This is an optimization exercise on Yosys and OpenROAD, whose aim is small area, not a production implementation.
Function not checked in this run: the RTL went through the layout flow alone.

<file path="design.v">
`timescale 1ns/10ps
module rgb2ycrcb(clk, rst, r, g, b, y, cr, cb);
	input        clk;
	input        rst;
	input  [9:0] r, g, b;
	output reg [9:0] y, cr, cb;
	reg [31:0] pa;
	reg [39:0] pb;
	reg rst1, rst2;
	wire kill = rst | rst1 | rst2;
	wire x1;
	assign x1 = r[0] ^ g[0];
	wire c2;
	assign c2 = r[0] & ~g[0];
	wire i3;
	assign i3 = ~g[1];
	wire s4;
	wire c5;
	fa us4 (.a(r[1]), .b(i3), .c(c2), .s(s4), .co(c5));
	wire i6;
	assign i6 = ~g[2];
	wire s7;
	wire c8;
	fa us7 (.a(r[2]), .b(i6), .c(c5), .s(s7), .co(c8));
	wire i9;
	assign i9 = ~g[3];
	wire s10;
	wire c11;
	fa us10 (.a(r[3]), .b(i9), .c(c8), .s(s10), .co(c11));
	wire i12;
	assign i12 = ~g[4];
	wire s13;
	wire c14;
	fa us13 (.a(r[4]), .b(i12), .c(c11), .s(s13), .co(c14));
	wire i15;
	assign i15 = ~g[5];
	wire s16;
	wire c17;
	fa us16 (.a(r[5]), .b(i15), .c(c14), .s(s16), .co(c17));
	wire i18;
	assign i18 = ~g[6];
	wire s19;
	wire c20;
	fa us19 (.a(r[6]), .b(i18), .c(c17), .s(s19), .co(c20));
	wire i21;
	assign i21 = ~g[7];
	wire s22;
	wire c23;
	fa us22 (.a(r[7]), .b(i21), .c(c20), .s(s22), .co(c23));
	wire i24;
	assign i24 = ~g[8];
	wire s25;
	wire c26;
	fa us25 (.a(r[8]), .b(i24), .c(c23), .s(s25), .co(c26));
	wire i27;
	assign i27 = ~g[9];
	wire s28;
	wire c29;
	fa us28 (.a(r[9]), .b(i27), .c(c26), .s(s28), .co(c29));
	wire x30;
	assign x30 = b[0] ^ g[0];
	wire c31;
	assign c31 = b[0] & ~g[0];
	wire s32;
	wire c33;
	fa us32 (.a(b[1]), .b(i3), .c(c31), .s(s32), .co(c33));
	wire s34;
	wire c35;
	fa us34 (.a(b[2]), .b(i6), .c(c33), .s(s34), .co(c35));
	wire s36;
	wire c37;
	fa us36 (.a(b[3]), .b(i9), .c(c35), .s(s36), .co(c37));
	wire s38;
	wire c39;
	fa us38 (.a(b[4]), .b(i12), .c(c37), .s(s38), .co(c39));
	wire s40;
	wire c41;
	fa us40 (.a(b[5]), .b(i15), .c(c39), .s(s40), .co(c41));
	wire s42;
	wire c43;
	fa us42 (.a(b[6]), .b(i18), .c(c41), .s(s42), .co(c43));
	wire s44;
	wire c45;
	fa us44 (.a(b[7]), .b(i21), .c(c43), .s(s44), .co(c45));
	wire s46;
	wire c47;
	fa us46 (.a(b[8]), .b(i24), .c(c45), .s(s46), .co(c47));
	wire s48;
	wire c49;
	fa us48 (.a(b[9]), .b(i27), .c(c47), .s(s48), .co(c49));
	wire x50;
	assign x50 = pa[1] ^ pa[10];
	wire c51;
	assign c51 = ~(pa[1] & pa[10]);
	wire c52;
	assign c52 = ~(pa[0] | x50);
	wire x53;
	assign x53 = pa[2] ^ pa[21];
	wire c54;
	assign c54 = ~(pa[2] & pa[21]);
	wire s55;
	wire c56;
	fa us55 (.a(pa[11]), .b(c51), .c(c52), .s(s55), .co(c56));
	wire c57;
	assign c57 = ~x53 & s55;
	wire s58;
	wire c59;
	fa us58 (.a(pa[12]), .b(pa[22]), .c(c54), .s(s58), .co(c59));
	wire s60;
	wire c61;
	fa us60 (.a(s58), .b(c56), .c(c57), .s(s60), .co(c61));
	wire c62;
	assign c62 = ~pa[3] & s60;
	wire s63;
	wire c64;
	fa us63 (.a(pa[10]), .b(pa[13]), .c(pa[21]), .s(s63), .co(c64));
	wire s65;
	wire c66;
	fa us65 (.a(pa[23]), .b(s63), .c(c59), .s(s65), .co(c66));
	wire s67;
	wire c68;
	fa us67 (.a(s65), .b(c61), .c(c62), .s(s67), .co(c68));
	wire c69;
	assign c69 = ~pa[4] & s67;
	wire s70;
	wire c71;
	fa us70 (.a(pa[5]), .b(pa[11]), .c(pa[22]), .s(s70), .co(c71));
	wire s72;
	wire c73;
	fa us72 (.a(pa[14]), .b(pa[24]), .c(c64), .s(s72), .co(c73));
	wire s74;
	wire c75;
	fa us74 (.a(s72), .b(c66), .c(c68), .s(s74), .co(c75));
	wire i76;
	assign i76 = ~s70;
	wire c77;
	assign c77 = (i76 & c69) | (i76 & s74) | (c69 & s74);
	wire x78;
	assign x78 = pa[6] ^ pa[10];
	wire c79;
	assign c79 = ~(pa[6] & pa[10]);
	wire s80;
	wire c81;
	fa us80 (.a(pa[12]), .b(pa[23]), .c(x78), .s(s80), .co(c81));
	wire s82;
	wire c83;
	fa us82 (.a(pa[15]), .b(pa[25]), .c(c73), .s(s82), .co(c83));
	wire i84;
	assign i84 = ~s82;
	wire s85;
	wire c86;
	fa us85 (.a(c71), .b(s80), .c(i84), .s(s85), .co(c86));
	wire i87;
	assign i87 = ~s85;
	wire c88;
	assign c88 = (i87 & c75) | (i87 & c77) | (c75 & c77);
	wire x89;
	assign x89 = pa[7] ^ pa[13];
	wire c90;
	assign c90 = ~(pa[7] & pa[13]);
	wire s91;
	wire c92;
	fa us91 (.a(pa[11]), .b(pa[16]), .c(pa[26]), .s(s91), .co(c92));
	wire s93;
	wire c94;
	fa us93 (.a(pa[21]), .b(pa[24]), .c(x89), .s(s93), .co(c94));
	wire s95;
	wire c96;
	fa us95 (.a(c79), .b(s91), .c(c83), .s(s95), .co(c96));
	wire s97;
	wire c98;
	fa us97 (.a(c81), .b(s93), .c(c86), .s(s97), .co(c98));
	wire i99;
	assign i99 = ~s97;
	wire c100;
	assign c100 = (s95 & i99) | (s95 & c88) | (i99 & c88);
	wire x101;
	assign x101 = pa[8] ^ pa[10];
	wire c102;
	assign c102 = ~(pa[8] & pa[10]);
	wire s103;
	wire c104;
	fa us103 (.a(pa[12]), .b(pa[17]), .c(pa[22]), .s(s103), .co(c104));
	wire s105;
	wire c106;
	fa us105 (.a(pa[14]), .b(pa[25]), .c(x101), .s(s105), .co(c106));
	wire s107;
	wire c108;
	fa us107 (.a(pa[27]), .b(c90), .c(c92), .s(s107), .co(c108));
	wire s109;
	wire c110;
	fa us109 (.a(s103), .b(s107), .c(c96), .s(s109), .co(c110));
	wire s111;
	wire c112;
	fa us111 (.a(c94), .b(s105), .c(c98), .s(s111), .co(c112));
	wire i113;
	assign i113 = ~s111;
	wire c114;
	assign c114 = (s109 & i113) | (s109 & c100) | (i113 & c100);
	wire s115;
	wire c116;
	fa us115 (.a(pa[11]), .b(pa[13]), .c(pa[18]), .s(s115), .co(c116));
	wire s117;
	wire c118;
	fa us117 (.a(pa[9]), .b(pa[15]), .c(pa[26]), .s(s117), .co(c118));
	wire s119;
	wire c120;
	fa us119 (.a(pa[23]), .b(pa[28]), .c(c102), .s(s119), .co(c120));
	wire s121;
	wire c122;
	fa us121 (.a(c104), .b(s115), .c(s119), .s(s121), .co(c122));
	wire s123;
	wire c124;
	fa us123 (.a(c108), .b(s121), .c(c110), .s(s123), .co(c124));
	wire s125;
	wire c126;
	fa us125 (.a(s117), .b(c106), .c(c112), .s(s125), .co(c126));
	wire i127;
	assign i127 = ~s125;
	wire c128;
	assign c128 = (s123 & i127) | (s123 & c114) | (i127 & c114);
	wire x129;
	assign x129 = pa[0] ^ pa[12];
	wire c130;
	assign c130 = ~(pa[0] | pa[12]);
	wire s131;
	wire c132;
	fa us131 (.a(pa[14]), .b(pa[19]), .c(pa[24]), .s(s131), .co(c132));
	wire s133;
	wire c134;
	fa us133 (.a(pa[16]), .b(pa[27]), .c(x129), .s(s133), .co(c134));
	wire s135;
	wire c136;
	fa us135 (.a(pa[29]), .b(c116), .c(s131), .s(s135), .co(c136));
	wire s137;
	wire c138;
	fa us137 (.a(c120), .b(s135), .c(c122), .s(s137), .co(c138));
	wire i139;
	assign i139 = ~s137;
	wire s140;
	wire c141;
	fa us140 (.a(c118), .b(s133), .c(i139), .s(s140), .co(c141));
	wire i142;
	assign i142 = ~c124;
	wire s143;
	wire c144;
	fa us143 (.a(s140), .b(i142), .c(c126), .s(s143), .co(c144));
	wire x145;
	assign x145 = s143 ^ c128;
	wire c146;
	assign c146 = ~s143 & c128;
	wire s147;
	wire c148;
	fa us147 (.a(pa[1]), .b(pa[13]), .c(pa[15]), .s(s147), .co(c148));
	wire s149;
	wire c150;
	fa us149 (.a(pa[20]), .b(pa[25]), .c(pa[30]), .s(s149), .co(c150));
	wire s151;
	wire c152;
	fa us151 (.a(pa[17]), .b(pa[28]), .c(c130), .s(s151), .co(c152));
	wire s153;
	wire c154;
	fa us153 (.a(c132), .b(s147), .c(s149), .s(s153), .co(c154));
	wire s155;
	wire c156;
	fa us155 (.a(c136), .b(s153), .c(c138), .s(s155), .co(c156));
	wire s157;
	wire c158;
	fa us157 (.a(c134), .b(s151), .c(c141), .s(s157), .co(c158));
	wire i159;
	assign i159 = ~s155;
	wire s160;
	wire c161;
	fa us160 (.a(i159), .b(s157), .c(c144), .s(s160), .co(c161));
	wire x162;
	assign x162 = s160 ^ c146;
	wire c163;
	assign c163 = ~s160 & c146;
	wire i164;
	assign i164 = ~c152;
	wire s165;
	wire c166;
	fa us165 (.a(c148), .b(c150), .c(i164), .s(s165), .co(c166));
	wire s167;
	wire c168;
	fa us167 (.a(c154), .b(s165), .c(c156), .s(s167), .co(c168));
	wire i169;
	assign i169 = ~s167;
	wire s170;
	wire c171;
	fa us170 (.a(i169), .b(c158), .c(c161), .s(s170), .co(c171));
	wire i172;
	assign i172 = ~c171;
	wire s173;
	wire c174;
	fa us173 (.a(c166), .b(c168), .c(i172), .s(s173), .co(c174));
	wire s175;
	wire c176;
	fa us175 (.a(pb[0]), .b(pb[1]), .c(pb[2]), .s(s175), .co(c176));
	wire s177;
	wire c178;
	fa us177 (.a(pb[4]), .b(pb[6]), .c(pb[7]), .s(s177), .co(c178));
	wire s179;
	wire c180;
	fa us179 (.a(pb[3]), .b(pb[5]), .c(pb[8]), .s(s179), .co(c180));
	wire i181;
	assign i181 = ~s179;
	wire s182;
	wire c183;
	fa us182 (.a(s175), .b(s177), .c(i181), .s(s182), .co(c183));
	wire x184;
	assign x184 = pb[9] ^ pb[10];
	wire c185;
	assign c185 = ~(pb[9] | pb[10]);
	wire s186;
	wire c187;
	fa us186 (.a(pb[11]), .b(pb[13]), .c(pb[15]), .s(s186), .co(c187));
	wire s188;
	wire c189;
	fa us188 (.a(pb[12]), .b(pb[14]), .c(x184), .s(s188), .co(c189));
	wire s190;
	wire c191;
	fa us190 (.a(c176), .b(c178), .c(s186), .s(s190), .co(c191));
	wire i192;
	assign i192 = ~c180;
	wire s193;
	wire c194;
	fa us193 (.a(i192), .b(c183), .c(s190), .s(s193), .co(c194));
	wire x195;
	assign x195 = s188 ^ s193;
	wire c196;
	assign c196 = ~s188 & s193;
	wire x197;
	assign x197 = pb[16] ^ pb[2];
	wire c198;
	assign c198 = ~(pb[16] | pb[2]);
	wire s199;
	wire c200;
	fa us199 (.a(pb[3]), .b(pb[18]), .c(pb[19]), .s(s199), .co(c200));
	wire s201;
	wire c202;
	fa us201 (.a(pb[17]), .b(pb[6]), .c(c185), .s(s201), .co(c202));
	wire s203;
	wire c204;
	fa us203 (.a(x197), .b(c189), .c(s201), .s(s203), .co(c204));
	wire s205;
	wire c206;
	fa us205 (.a(c187), .b(s199), .c(c191), .s(s205), .co(c206));
	wire s207;
	wire c208;
	fa us207 (.a(c194), .b(s205), .c(c196), .s(s207), .co(c208));
	wire x209;
	assign x209 = s203 ^ s207;
	wire c210;
	assign c210 = ~s203 & s207;
	wire s211;
	wire c212;
	fa us211 (.a(pb[20]), .b(pb[11]), .c(pb[12]), .s(s211), .co(c212));
	wire s213;
	wire c214;
	fa us213 (.a(pb[5]), .b(c200), .c(s211), .s(s213), .co(c214));
	wire s215;
	wire c216;
	fa us215 (.a(c198), .b(c202), .c(c204), .s(s215), .co(c216));
	wire s217;
	wire c218;
	fa us217 (.a(s213), .b(c206), .c(c208), .s(s217), .co(c218));
	wire i219;
	assign i219 = ~s215;
	wire s220;
	wire c221;
	fa us220 (.a(i219), .b(c210), .c(s217), .s(s220), .co(c221));
	wire s222;
	wire c223;
	fa us222 (.a(pb[21]), .b(pb[3]), .c(pb[17]), .s(s222), .co(c223));
	wire s224;
	wire c225;
	fa us224 (.a(pb[14]), .b(c212), .c(s222), .s(s224), .co(c225));
	wire s226;
	wire c227;
	fa us226 (.a(c214), .b(s224), .c(c218), .s(s226), .co(c227));
	wire i228;
	assign i228 = ~c216;
	wire s229;
	wire c230;
	fa us229 (.a(i228), .b(c221), .c(s226), .s(s229), .co(c230));
	wire s231;
	wire c232;
	fa us231 (.a(pb[22]), .b(pb[12]), .c(pb[6]), .s(s231), .co(c232));
	wire s233;
	wire c234;
	fa us233 (.a(c223), .b(s231), .c(c225), .s(s233), .co(c234));
	wire s235;
	wire c236;
	fa us235 (.a(s233), .b(c227), .c(c230), .s(s235), .co(c236));
	wire s237;
	wire c238;
	fa us237 (.a(pb[23]), .b(pb[17]), .c(c232), .s(s237), .co(c238));
	wire s239;
	wire c240;
	fa us239 (.a(s237), .b(c234), .c(c236), .s(s239), .co(c240));
	wire x241;
	assign x241 = pb[24] ^ c238;
	wire x242;
	assign x242 = x241 ^ c240;
	wire c243;
	assign c243 = pa[21] & ~pa[22];
	wire i244;
	assign i244 = ~c243;
	wire c245;
	assign c245 = (pa[22] & pa[23]) | (pa[22] & i244) | (pa[23] & i244);
	wire c246;
	assign c246 = (pa[23] & pa[24]) | (pa[23] & c245) | (pa[24] & c245);
	wire s247;
	wire c248;
	fa us247 (.a(pa[24]), .b(pa[25]), .c(c246), .s(s247), .co(c248));
	wire c249;
	assign c249 = pa[21] & ~s247;
	wire s250;
	wire c251;
	fa us250 (.a(pa[22]), .b(pa[25]), .c(pa[26]), .s(s250), .co(c251));
	wire i252;
	assign i252 = ~c249;
	wire c253;
	assign c253 = (s250 & c248) | (s250 & i252) | (c248 & i252);
	wire s254;
	wire c255;
	fa us254 (.a(pa[23]), .b(pa[26]), .c(pa[27]), .s(s254), .co(c255));
	wire i256;
	assign i256 = ~pa[21];
	wire s257;
	wire c258;
	fa us257 (.a(i256), .b(c251), .c(s254), .s(s257), .co(c258));
	wire c259;
	assign c259 = ~(s257 | c253);
	wire s260;
	wire c261;
	fa us260 (.a(pa[22]), .b(pa[24]), .c(pa[27]), .s(s260), .co(c261));
	wire s262;
	wire c263;
	fa us262 (.a(pa[28]), .b(c255), .c(s260), .s(s262), .co(c263));
	wire i264;
	assign i264 = ~c259;
	wire c265;
	assign c265 = (c258 & s262) | (c258 & i264) | (s262 & i264);
	wire s266;
	wire c267;
	fa us266 (.a(pa[23]), .b(pa[25]), .c(pa[28]), .s(s266), .co(c267));
	wire s268;
	wire c269;
	fa us268 (.a(pa[29]), .b(c261), .c(s266), .s(s268), .co(c269));
	wire c270;
	assign c270 = (c263 & s268) | (c263 & c265) | (s268 & c265);
	wire x271;
	assign x271 = pa[10] ^ pa[24];
	wire c272;
	assign c272 = ~(pa[10] & pa[24]);
	wire s273;
	wire c274;
	fa us273 (.a(pa[26]), .b(pa[29]), .c(pa[30]), .s(s273), .co(c274));
	wire s275;
	wire c276;
	fa us275 (.a(x271), .b(c267), .c(s273), .s(s275), .co(c276));
	wire c277;
	assign c277 = (c269 & s275) | (c269 & c270) | (s275 & c270);
	wire x278;
	assign x278 = pa[25] ^ pa[27];
	wire c279;
	assign c279 = ~(pa[25] & pa[27]);
	wire s280;
	wire c281;
	fa us280 (.a(pa[30]), .b(pa[31]), .c(x278), .s(s280), .co(c281));
	wire s282;
	wire c283;
	fa us282 (.a(c274), .b(s280), .c(c276), .s(s282), .co(c283));
	wire i284;
	assign i284 = ~s282;
	wire s285;
	wire c286;
	fa us285 (.a(pa[11]), .b(c272), .c(i284), .s(s285), .co(c286));
	wire x287;
	assign x287 = s285 ^ c277;
	wire c288;
	assign c288 = s285 & ~c277;
	wire s289;
	wire c290;
	fa us289 (.a(pa[26]), .b(pa[28]), .c(pa[31]), .s(s289), .co(c290));
	wire s291;
	wire c292;
	fa us291 (.a(s289), .b(c281), .c(c283), .s(s291), .co(c292));
	wire s293;
	wire c294;
	fa us293 (.a(pa[12]), .b(c279), .c(c286), .s(s293), .co(c294));
	wire i295;
	assign i295 = ~s291;
	wire s296;
	wire c297;
	fa us296 (.a(i295), .b(s293), .c(c288), .s(s296), .co(c297));
	wire i298;
	assign i298 = ~c294;
	wire s299;
	wire c300;
	fa us299 (.a(c290), .b(c292), .c(i298), .s(s299), .co(c300));
	wire x301;
	assign x301 = pb[27] ^ pb[28];
	wire c302;
	assign c302 = ~(pb[27] | pb[28]);
	wire s303;
	wire c304;
	fa us303 (.a(pb[13]), .b(pb[5]), .c(pb[29]), .s(s303), .co(c304));
	wire x305;
	assign x305 = x301 ^ s303;
	wire c306;
	assign c306 = ~(x301 | s303);
	wire x307;
	assign x307 = pb[18] ^ pb[14];
	wire c308;
	assign c308 = ~(pb[18] & pb[14]);
	wire s309;
	wire c310;
	fa us309 (.a(pb[30]), .b(c302), .c(x307), .s(s309), .co(c310));
	wire i311;
	assign i311 = ~c304;
	wire s312;
	wire c313;
	fa us312 (.a(pb[1]), .b(i311), .c(c306), .s(s312), .co(c313));
	wire x314;
	assign x314 = s309 ^ s312;
	wire c315;
	assign c315 = ~s309 & s312;
	wire s316;
	wire c317;
	fa us316 (.a(pb[5]), .b(pb[6]), .c(c310), .s(s316), .co(c317));
	wire s318;
	wire c319;
	fa us318 (.a(pb[10]), .b(c308), .c(c313), .s(s318), .co(c319));
	wire i320;
	assign i320 = ~s316;
	wire s321;
	wire c322;
	fa us321 (.a(i320), .b(c315), .c(s318), .s(s321), .co(c322));
	wire x323;
	assign x323 = pb[2] ^ pb[14];
	wire c324;
	assign c324 = pb[2] | ~pb[14];
	wire s325;
	wire c326;
	fa us325 (.a(x323), .b(c319), .c(c322), .s(s325), .co(c326));
	wire x327;
	assign x327 = c317 ^ s325;
	wire c328;
	assign c328 = ~c317 & s325;
	wire i329;
	assign i329 = ~pb[6];
	wire s330;
	wire c331;
	fa us330 (.a(pb[11]), .b(i329), .c(c324), .s(s330), .co(c331));
	wire s332;
	wire c333;
	fa us332 (.a(s330), .b(c326), .c(c328), .s(s332), .co(c333));
	wire x334;
	assign x334 = pb[3] ^ c331;
	wire c335;
	assign c335 = ~(pb[3] | c331);
	wire x336;
	assign x336 = x334 ^ c333;
	wire c337;
	assign c337 = ~x334 & c333;
	wire x338;
	assign x338 = pb[12] ^ c335;
	wire c339;
	assign c339 = pb[12] | ~c335;
	wire x340;
	assign x340 = x338 ^ c337;
	wire c341;
	assign c341 = ~(x338 & c337);
	wire i342;
	assign i342 = ~c341;
	wire s343;
	wire c344;
	fa us343 (.a(pb[17]), .b(c339), .c(i342), .s(s343), .co(c344));
	wire x345;
	assign x345 = pa[10] ^ pa[10];
	wire c346;
	assign c346 = ~(pa[10] & pa[10]);
	wire c347;
	assign c347 = pa[11] & ~x345;
	wire s348;
	wire c349;
	fa us348 (.a(pa[11]), .b(pa[12]), .c(c346), .s(s348), .co(c349));
	wire c350;
	assign c350 = ~(c347 & s348);
	wire s351;
	wire c352;
	fa us351 (.a(pa[12]), .b(pa[13]), .c(c349), .s(s351), .co(c352));
	wire c353;
	assign c353 = ~c350 & s351;
	wire x354;
	assign x354 = pa[13] ^ pa[14];
	wire c355;
	assign c355 = ~(pa[13] | pa[14]);
	wire i356;
	assign i356 = ~c352;
	wire s357;
	wire c358;
	fa us357 (.a(pa[10]), .b(x354), .c(i356), .s(s357), .co(c358));
	wire c359;
	assign c359 = c353 & ~s357;
	wire s360;
	wire c361;
	fa us360 (.a(pa[11]), .b(pa[14]), .c(pa[15]), .s(s360), .co(c361));
	wire i362;
	assign i362 = ~s360;
	wire s363;
	wire c364;
	fa us363 (.a(c355), .b(i362), .c(c358), .s(s363), .co(c364));
	wire c365;
	assign c365 = c359 & ~s363;
	wire x366;
	assign x366 = pa[12] ^ pa[15];
	wire c367;
	assign c367 = ~(pa[12] | pa[15]);
	wire i368;
	assign i368 = ~pa[16];
	wire s369;
	wire c370;
	fa us369 (.a(pa[10]), .b(i368), .c(x366), .s(s369), .co(c370));
	wire i371;
	assign i371 = ~c361;
	wire s372;
	wire c373;
	fa us372 (.a(i371), .b(s369), .c(c364), .s(s372), .co(c373));
	wire c374;
	assign c374 = c365 & ~s372;
	wire s375;
	wire c376;
	fa us375 (.a(pa[11]), .b(pa[13]), .c(pa[16]), .s(s375), .co(c376));
	wire i377;
	assign i377 = ~c367;
	wire s378;
	wire c379;
	fa us378 (.a(pa[17]), .b(i377), .c(s375), .s(s378), .co(c379));
	wire i380;
	assign i380 = ~s378;
	wire s381;
	wire c382;
	fa us381 (.a(c370), .b(i380), .c(c373), .s(s381), .co(c382));
	wire c383;
	assign c383 = c374 & ~s381;
	wire s384;
	wire c385;
	fa us384 (.a(pa[10]), .b(pa[12]), .c(pa[14]), .s(s384), .co(c385));
	wire s386;
	wire c387;
	fa us386 (.a(pa[17]), .b(pa[18]), .c(c376), .s(s386), .co(c387));
	wire s388;
	wire c389;
	fa us388 (.a(s384), .b(s386), .c(c379), .s(s388), .co(c389));
	wire i390;
	assign i390 = ~c382;
	wire c391;
	assign c391 = (s388 & i390) | (s388 & c383) | (i390 & c383);
	wire x392;
	assign x392 = pa[21] ^ pa[11];
	wire c393;
	assign c393 = ~(pa[21] & pa[11]);
	wire s394;
	wire c395;
	fa us394 (.a(pa[13]), .b(pa[15]), .c(pa[18]), .s(s394), .co(c395));
	wire s396;
	wire c397;
	fa us396 (.a(pa[19]), .b(c385), .c(s394), .s(s396), .co(c397));
	wire s398;
	wire c399;
	fa us398 (.a(c387), .b(s396), .c(c389), .s(s398), .co(c399));
	wire i400;
	assign i400 = ~x392;
	wire c401;
	assign c401 = (i400 & s398) | (i400 & c391) | (s398 & c391);
	wire x402;
	assign x402 = pa[22] ^ pa[14];
	wire c403;
	assign c403 = ~(pa[22] | pa[14]);
	wire s404;
	wire c405;
	fa us404 (.a(pa[16]), .b(pa[19]), .c(pa[20]), .s(s404), .co(c405));
	wire s406;
	wire c407;
	fa us406 (.a(c393), .b(c395), .c(s404), .s(s406), .co(c407));
	wire s408;
	wire c409;
	fa us408 (.a(c397), .b(s406), .c(c399), .s(s408), .co(c409));
	wire i410;
	assign i410 = ~s408;
	wire s411;
	wire c412;
	fa us411 (.a(pa[12]), .b(x402), .c(i410), .s(s411), .co(c412));
	wire x413;
	assign x413 = s411 ^ c401;
	wire c414;
	assign c414 = ~s411 & c401;
	wire s415;
	wire c416;
	fa us415 (.a(pa[23]), .b(pa[15]), .c(pa[17]), .s(s415), .co(c416));
	wire s417;
	wire c418;
	fa us417 (.a(pa[20]), .b(c405), .c(s415), .s(s417), .co(c418));
	wire s419;
	wire c420;
	fa us419 (.a(c407), .b(s417), .c(c409), .s(s419), .co(c420));
	wire s421;
	wire c422;
	fa us421 (.a(pa[13]), .b(c403), .c(c412), .s(s421), .co(c422));
	wire i423;
	assign i423 = ~s421;
	wire s424;
	wire c425;
	fa us424 (.a(s419), .b(i423), .c(c414), .s(s424), .co(c425));
	wire x426;
	assign x426 = pa[24] ^ pa[16];
	wire c427;
	assign c427 = ~(pa[24] | pa[16]);
	wire s428;
	wire c429;
	fa us428 (.a(pa[18]), .b(c416), .c(c418), .s(s428), .co(c429));
	wire i430;
	assign i430 = ~s428;
	wire s431;
	wire c432;
	fa us431 (.a(pa[14]), .b(x426), .c(i430), .s(s431), .co(c432));
	wire i433;
	assign i433 = ~c420;
	wire s434;
	wire c435;
	fa us434 (.a(s431), .b(i433), .c(c422), .s(s434), .co(c435));
	wire x436;
	assign x436 = s434 ^ c425;
	wire c437;
	assign c437 = ~s434 & c425;
	wire i438;
	assign i438 = ~c429;
	wire s439;
	wire c440;
	fa us439 (.a(c427), .b(i438), .c(c432), .s(s439), .co(c440));
	wire i441;
	assign i441 = ~c437;
	wire s442;
	wire c443;
	fa us442 (.a(s439), .b(c435), .c(i441), .s(s442), .co(c443));
	wire x444;
	assign x444 = pb[33] ^ pb[11];
	wire c445;
	assign c445 = ~(pb[33] | pb[11]);
	wire s446;
	wire c447;
	fa us446 (.a(pb[10]), .b(pb[34]), .c(x444), .s(s446), .co(c447));
	wire x448;
	assign x448 = pb[12] ^ s446;
	wire c449;
	assign c449 = pb[12] & ~s446;
	wire s450;
	wire c451;
	fa us450 (.a(pb[4]), .b(pb[3]), .c(pb[17]), .s(s450), .co(c451));
	wire s452;
	wire c453;
	fa us452 (.a(pb[2]), .b(pb[35]), .c(pb[36]), .s(s452), .co(c453));
	wire s454;
	wire c455;
	fa us454 (.a(c445), .b(s452), .c(c447), .s(s454), .co(c455));
	wire i456;
	assign i456 = ~s454;
	wire s457;
	wire c458;
	fa us457 (.a(s450), .b(c449), .c(i456), .s(s457), .co(c458));
	wire x459;
	assign x459 = pb[13] ^ pb[12];
	wire c460;
	assign c460 = ~(pb[13] | pb[12]);
	wire s461;
	wire c462;
	fa us461 (.a(pb[11]), .b(x459), .c(c453), .s(s461), .co(c462));
	wire i463;
	assign i463 = ~c451;
	wire s464;
	wire c465;
	fa us464 (.a(i463), .b(s461), .c(c455), .s(s464), .co(c465));
	wire x466;
	assign x466 = s464 ^ c458;
	wire c467;
	assign c467 = ~s464 & c458;
	wire s468;
	wire c469;
	fa us468 (.a(pb[3]), .b(c460), .c(c462), .s(s468), .co(c469));
	wire s470;
	wire c471;
	fa us470 (.a(pb[18]), .b(pb[17]), .c(c467), .s(s470), .co(c471));
	wire i472;
	assign i472 = ~s470;
	wire s473;
	wire c474;
	fa us473 (.a(s468), .b(c465), .c(i472), .s(s473), .co(c474));
	wire x475;
	assign x475 = pb[5] ^ pb[12];
	wire c476;
	assign c476 = pb[5] | ~pb[12];
	wire i477;
	assign i477 = ~c469;
	wire s478;
	wire c479;
	fa us478 (.a(x475), .b(i477), .c(c471), .s(s478), .co(c479));
	wire x480;
	assign x480 = s478 ^ c474;
	wire c481;
	assign c481 = s478 & ~c474;
	wire i482;
	assign i482 = ~pb[17];
	wire s483;
	wire c484;
	fa us483 (.a(pb[14]), .b(i482), .c(c476), .s(s483), .co(c484));
	wire s485;
	wire c486;
	fa us485 (.a(s483), .b(c479), .c(c481), .s(s485), .co(c486));
	wire s487;
	wire c488;
	fa us487 (.a(pb[6]), .b(c484), .c(c486), .s(s487), .co(c488));
	wire [9:0] yn = {~x242, s239, s235, s229, s220, ~x209, ~x195, s182, ~pb[26], ~pb[25]};
	wire [10:0] crn = {~c344, s343, x340, ~x336, s332, ~x327, s321, ~x314, x305, pb[32], ~pb[31]};
	wire [10:0] cbn = {~c488, s487, s485, ~x480, ~s473, ~x466, s457, ~x448, ~pb[39], pb[38], ~pb[37]};
	always @(posedge clk) begin
		rst1 <= rst;
		rst2 <= rst1;
		pa <= {c49, s48, s46, s44, s42, s40, s38, s36, s34, s32, x30, c29, s28, s25, s22, s19, s16, s13, s10, s7, s4, x1, g[9], g[8], g[7], g[6], g[5], g[4], g[3], g[2], g[1], g[0]};
		pb <= {x436, s424, x413, c443, c440, s442, pa[25], s296, x287, c300, s299, c297, pa[13], x162, x145, pa[9], pa[8], pa[7], pa[6], pa[5], c174, pa[28], pa[20], pa[4], s173, pa[30], pa[27], pa[19], pa[17], pa[15], pa[3], s170, c163, pa[31], pa[29], pa[26], pa[18], pa[16], pa[14], pa[2]};
		y  <= yn & {10{~kill}};
		cr <= crn[9:0] & {10{~(kill | crn[10])}};
		cb <= cbn[9:0] & {10{~(kill | cbn[10])}};
	end
endmodule
module fa(a, b, c, s, co);
	input a, b, c;
	output s, co;
	assign s = a ^ b ^ c;
	assign co = (a & b) | (a & c) | (b & c);
endmodule
</file>
<file path="run.sh">
#!/bin/bash
# synth_recipe.tcl (not shown) runs the flow's synth.tcl, then flattens the netlist and writes it again
# the make line also repeats each setting of config.mk as NAME=value (left out here)
make -C /OpenROAD-flow-scripts/flow DESIGN_CONFIG=/design/flow/config.mk WORK_HOME=/design/flow/orfs CLKGATE_MAP_FILE= SYNTH_SCRIPT=/design/flow/synth_recipe.tcl finish
</file>
<file path="config.mk">
export PLATFORM = sky130hd
export DESIGN_NAME = rgb2ycrcb
export DESIGN_NICKNAME = rgb2ycrcb
export VERILOG_FILES = /design/flow/design.v
export SDC_FILE = /design/flow/constraint.sdc
export NUM_CORES = 4
export LEC_CHECK = 0
export CAP_MARGIN = 20
export CORE_MARGIN = 2
export CORE_UTILIZATION = 40
export SLEW_MARGIN = 20
export SYNTH_HIERARCHICAL = 1
export SYNTH_MINIMUM_KEEP_SIZE = 0
</file>
<file path="constraint.sdc">
create_clock -name core_clock -period 6.0 [get_ports {clk}]
set_input_delay 1.2000 -clock core_clock [delete_from_list [all_inputs] [get_ports {clk}]]
set_output_delay 1.2000 -clock core_clock [all_outputs]
set_load 0.01 [all_outputs]
</file>
==> notes.md <==
-- per-module statistics from Yosys, one instance, submodules excluded --
module / area, µm² / flops+latches / times used
rgb2ycrcb: 3440 / 104 / 1
fa: 20.0 / 0 / 161
-- routing by layer --
metal	share of wire	global-route usage	vias to the layer above
li1	-	-	1585
met1	0.44	0.200	1742
met2	0.51	0.276	67
met3	0.034	0.0284	13
met4	0.016	0.0538	0
met5	0	0	-
-- state kept, by name, indices dropped and copies added, names as in the netlist --
name	cells
pa	32
cb	10
cr	10
rst2	1
rst1	1
y	10
pb	40
-- area by class of cell --
cell class	instances	area (µm²)
inverters	110	413
multi-input cells	267	4160
fillers	1411	8490
repair buffers	66	648
well taps	220	275
clock inverters	5	86.3
flip-flops and latches	104	2080
clock buffers	11	253
-- placed cells by master, fill, tap and decap left out, types with 3 or more instances in the layout --
cell type          n
a21oi_1            4
and2_1             7
and3_1             6
and3_2            11
buf_4              5
clkbuf_16          9
clkdlybuf4s50_1   61
dfxtp_1          104
fa_1             161
ha_1              40
inv_1            110
nand2_1            5
nor2_1            10
nor2b_1            3
-- cells by family after synthesis --
group / share of synthesized area
fa+ha+maj: 0.564
buf+inv: 0.0633
flops: 0.313
simple gates: 0.0440
compound gates: 0.0137
xor+xnor: 0.00263
-- metrics by stage --
| stage | hold WS (ps) | util | worst slack (ps) | cells |
|---|---|---|---|---|
| after detailed placement | 369 | 0.462 | 283 | 767 |
| after global routing | 392 | 0.483 | 531 | 783 |
| after global placement | 364 | 0.462 | 387 | 767 |
| after floorplan | 331 | - | 990 | 483 |
| final | 382 | 0.483 | 672 | 783 |
| after CTS | 377 | 0.482 | 659 | 783 |
-- synthesized netlist by cell type (all sizes together) --
cell type | n | area, µm²
ha | 40 | 500
or3 | 1 | 6.26
a211oi | 1 | 7.51
nor2 | 10 | 37.5
dfxtp | 104 | 2080
and3 | 17 | 120
nand3 | 1 | 5.00
nand2b | 1 | 6.26
fa | 161 | 3220
a21oi | 4 | 20.0
o22a | 1 | 8.76
o21ai | 2 | 10.0
nand2 | 5 | 18.8
clkbuf | 2 | 8.75
nor3 | 1 | 10.0
a22oi | 2 | 15.0
nor4 | 1 | 12.5
nor2b | 4 | 32.5
a221oi | 2 | 23.8
xnor2 | 2 | 17.5
and2 | 7 | 43.8
inv | 110 | 413
o22ai | 1 | 6.26
maj3 | 3 | 31.3
-- critical path: cells and delay by family --
kind / cells / cell delay [ps]
adders and majority gates: 10 / 3800
buffers and inverters: 2 / 550
-- final timing paths --
kind	start	endpoint	slack, ps
worst max-delay path	g[0]	pa[19]	670
worst min-delay path	pb[26]	y[1]	380
worst max register to register	pa[10]	pb[15]	770
worst min register to register	pb[26]	y[1]	380
==> key figures <==
Worst setup path
  – Critical path type: input port to flop
  – Worst r2r path cells: 13
  – Crit path cell chain: clkdlybuf4s50_1 -> inv_1 -> ha_1 -> fa_1 -> fa_1 -> fa_1 -> fa_1 -> fa_1 -> fa_1 -> fa_1 -> fa_1 -> fa_1
  – Worst EP arrival: 5560 ps
  – CP peak stage delay: about 480 ps
  – Critical Path Start Type: input port
  – Worst setup EP type: flop
  – Cell mode on critical path: fa_1
  – Critical path's slowest cell: clkdlybuf4s50_1
  – Top fanout value on the critical path: 2
  – WP data required: roughly 6200 ps

CTS
  – CTS tree: built
  – Root buf cell: clkbuf_16
  – Clk pin slew, worst setup/hold paths: about 70 ps
  – Cts hold-fix bufs: 0
  – PostCTS Resize Cnt: 0
  – Clock buffer depth: 2
  – Post-CTS Setup Repair Bufs: 0
  – H-tree Lvls: 3
  – Number of CTS-inserted buffers: 9
  – Sink Count: between 100 and 150
  – Clock latency (worst-skew pair): 350 ps

Place
  – DP Area: 7570 µm²
  – DP HPWL: approximately 10000 µm
  – # port buffers: 61
  – GPL Wtd Cong: approximately 0.83

Final layout
  – Final net count: 791
  – Layout cells sized above 1: 0.0657
  – ANT cells: 0
  – Layout area overhead: 18.9%
  – Post-Layout Inst Area: ~7900 µm²

Timing
  – RSZ-0062 raised after global routing: false
  – Final period util: 0.888
  – Final Slew Violations: 0
  – Final Skew: 6.16 ps
  – Fmax: 188 MHz
  – Final TNS setup: 0 ps
  – Max-slew headroom: 0.462
  – Count of final hold-check violations: 0
  – Tmin final: between 5000 and 6000 ps
  – Slew @ Worst Pin: 806 ps
  – Final setup fails: 0

Status
  – Run status: complete, no violations

Synth
  – Netlist Area Pre-Place: between 6000 and 7000 µm²
  – Ys Warns: 7
  – Yosys reg bits: ~100
  – Post-Synthesis Cells: between 400 and 500
  – Synth Area per Inst: around 14 µm²
  – Syn Nets: roughly 720
  – Distinct cell type count after synthesis: 29
  – Register area share after synthesis: 0.313

Job
  – Max_cap viols: 0

Floorplan
  – I/O Pins: 62
  – Initial Utilization: 0.406
  – Die Span Y: 133 µm
  – Die W: ~130 µm
  – Row count: 47
  – Die area: 17700 µm²
  – Core area: 16400 µm²

Min path
  – Worst hold stages: 1
  – Hold crit path type: flop to flop

Global routing
  – Vias in the first global route: slightly above 4000
  – Pin count of the biggest net entering global routing: 26
  – Gr usage total: 0.159
  – Initial antenna violation count: 0
  – First-pass GRT wire length: 21200 µm
  – Total grt overflow: 0

Detailed routing
  – Total Wirelength: about 12000 µm
  – Wire per inst: ~15 µm
  – DRC viols: 0
  – Vias/cell: around 4.4
  – Detailed Routing Iterations Pass 1: 4
  – DR vias: ~3400
  – Initial drt markers: slightly above 90
  – Antenna viol nets, final: 0

afterwards: timing with drivers on the ports:
Ports are ideal in the flow. The routed layout listed here was re-timed in OpenROAD.
Step 1 (the two cells are an assumption about what drives the block):
set clk [get_ports {clk}]
set_driving_cell -lib_cell sky130_fd_sc_hd__clkbuf_16 $clk
set_driving_cell -lib_cell sky130_fd_sc_hd__buf_2 [delete_from_list [all_inputs] $clk]
Step 2 moves the port delays by t, midway between the first and last clock arrival at a register: inputs arrive t later, outputs are due t later. That takes back most of the time a late clock gives input paths.
Slacks: ideal / step 1 / step 2; pairs: ideal / step 1.
t (ns): 0.392
setup WS [ns]: 0.672 / 0.694 / 0.303
worst setup path at the end: input to register
worst data-port slew with drivers (ns): 0.03
cell pins on the clock port's net: 1
After both steps this run still meets setup and hold. For this run, drivers alone change the setup slack by +0.022 ns; drivers and shift together by -0.369 ns.
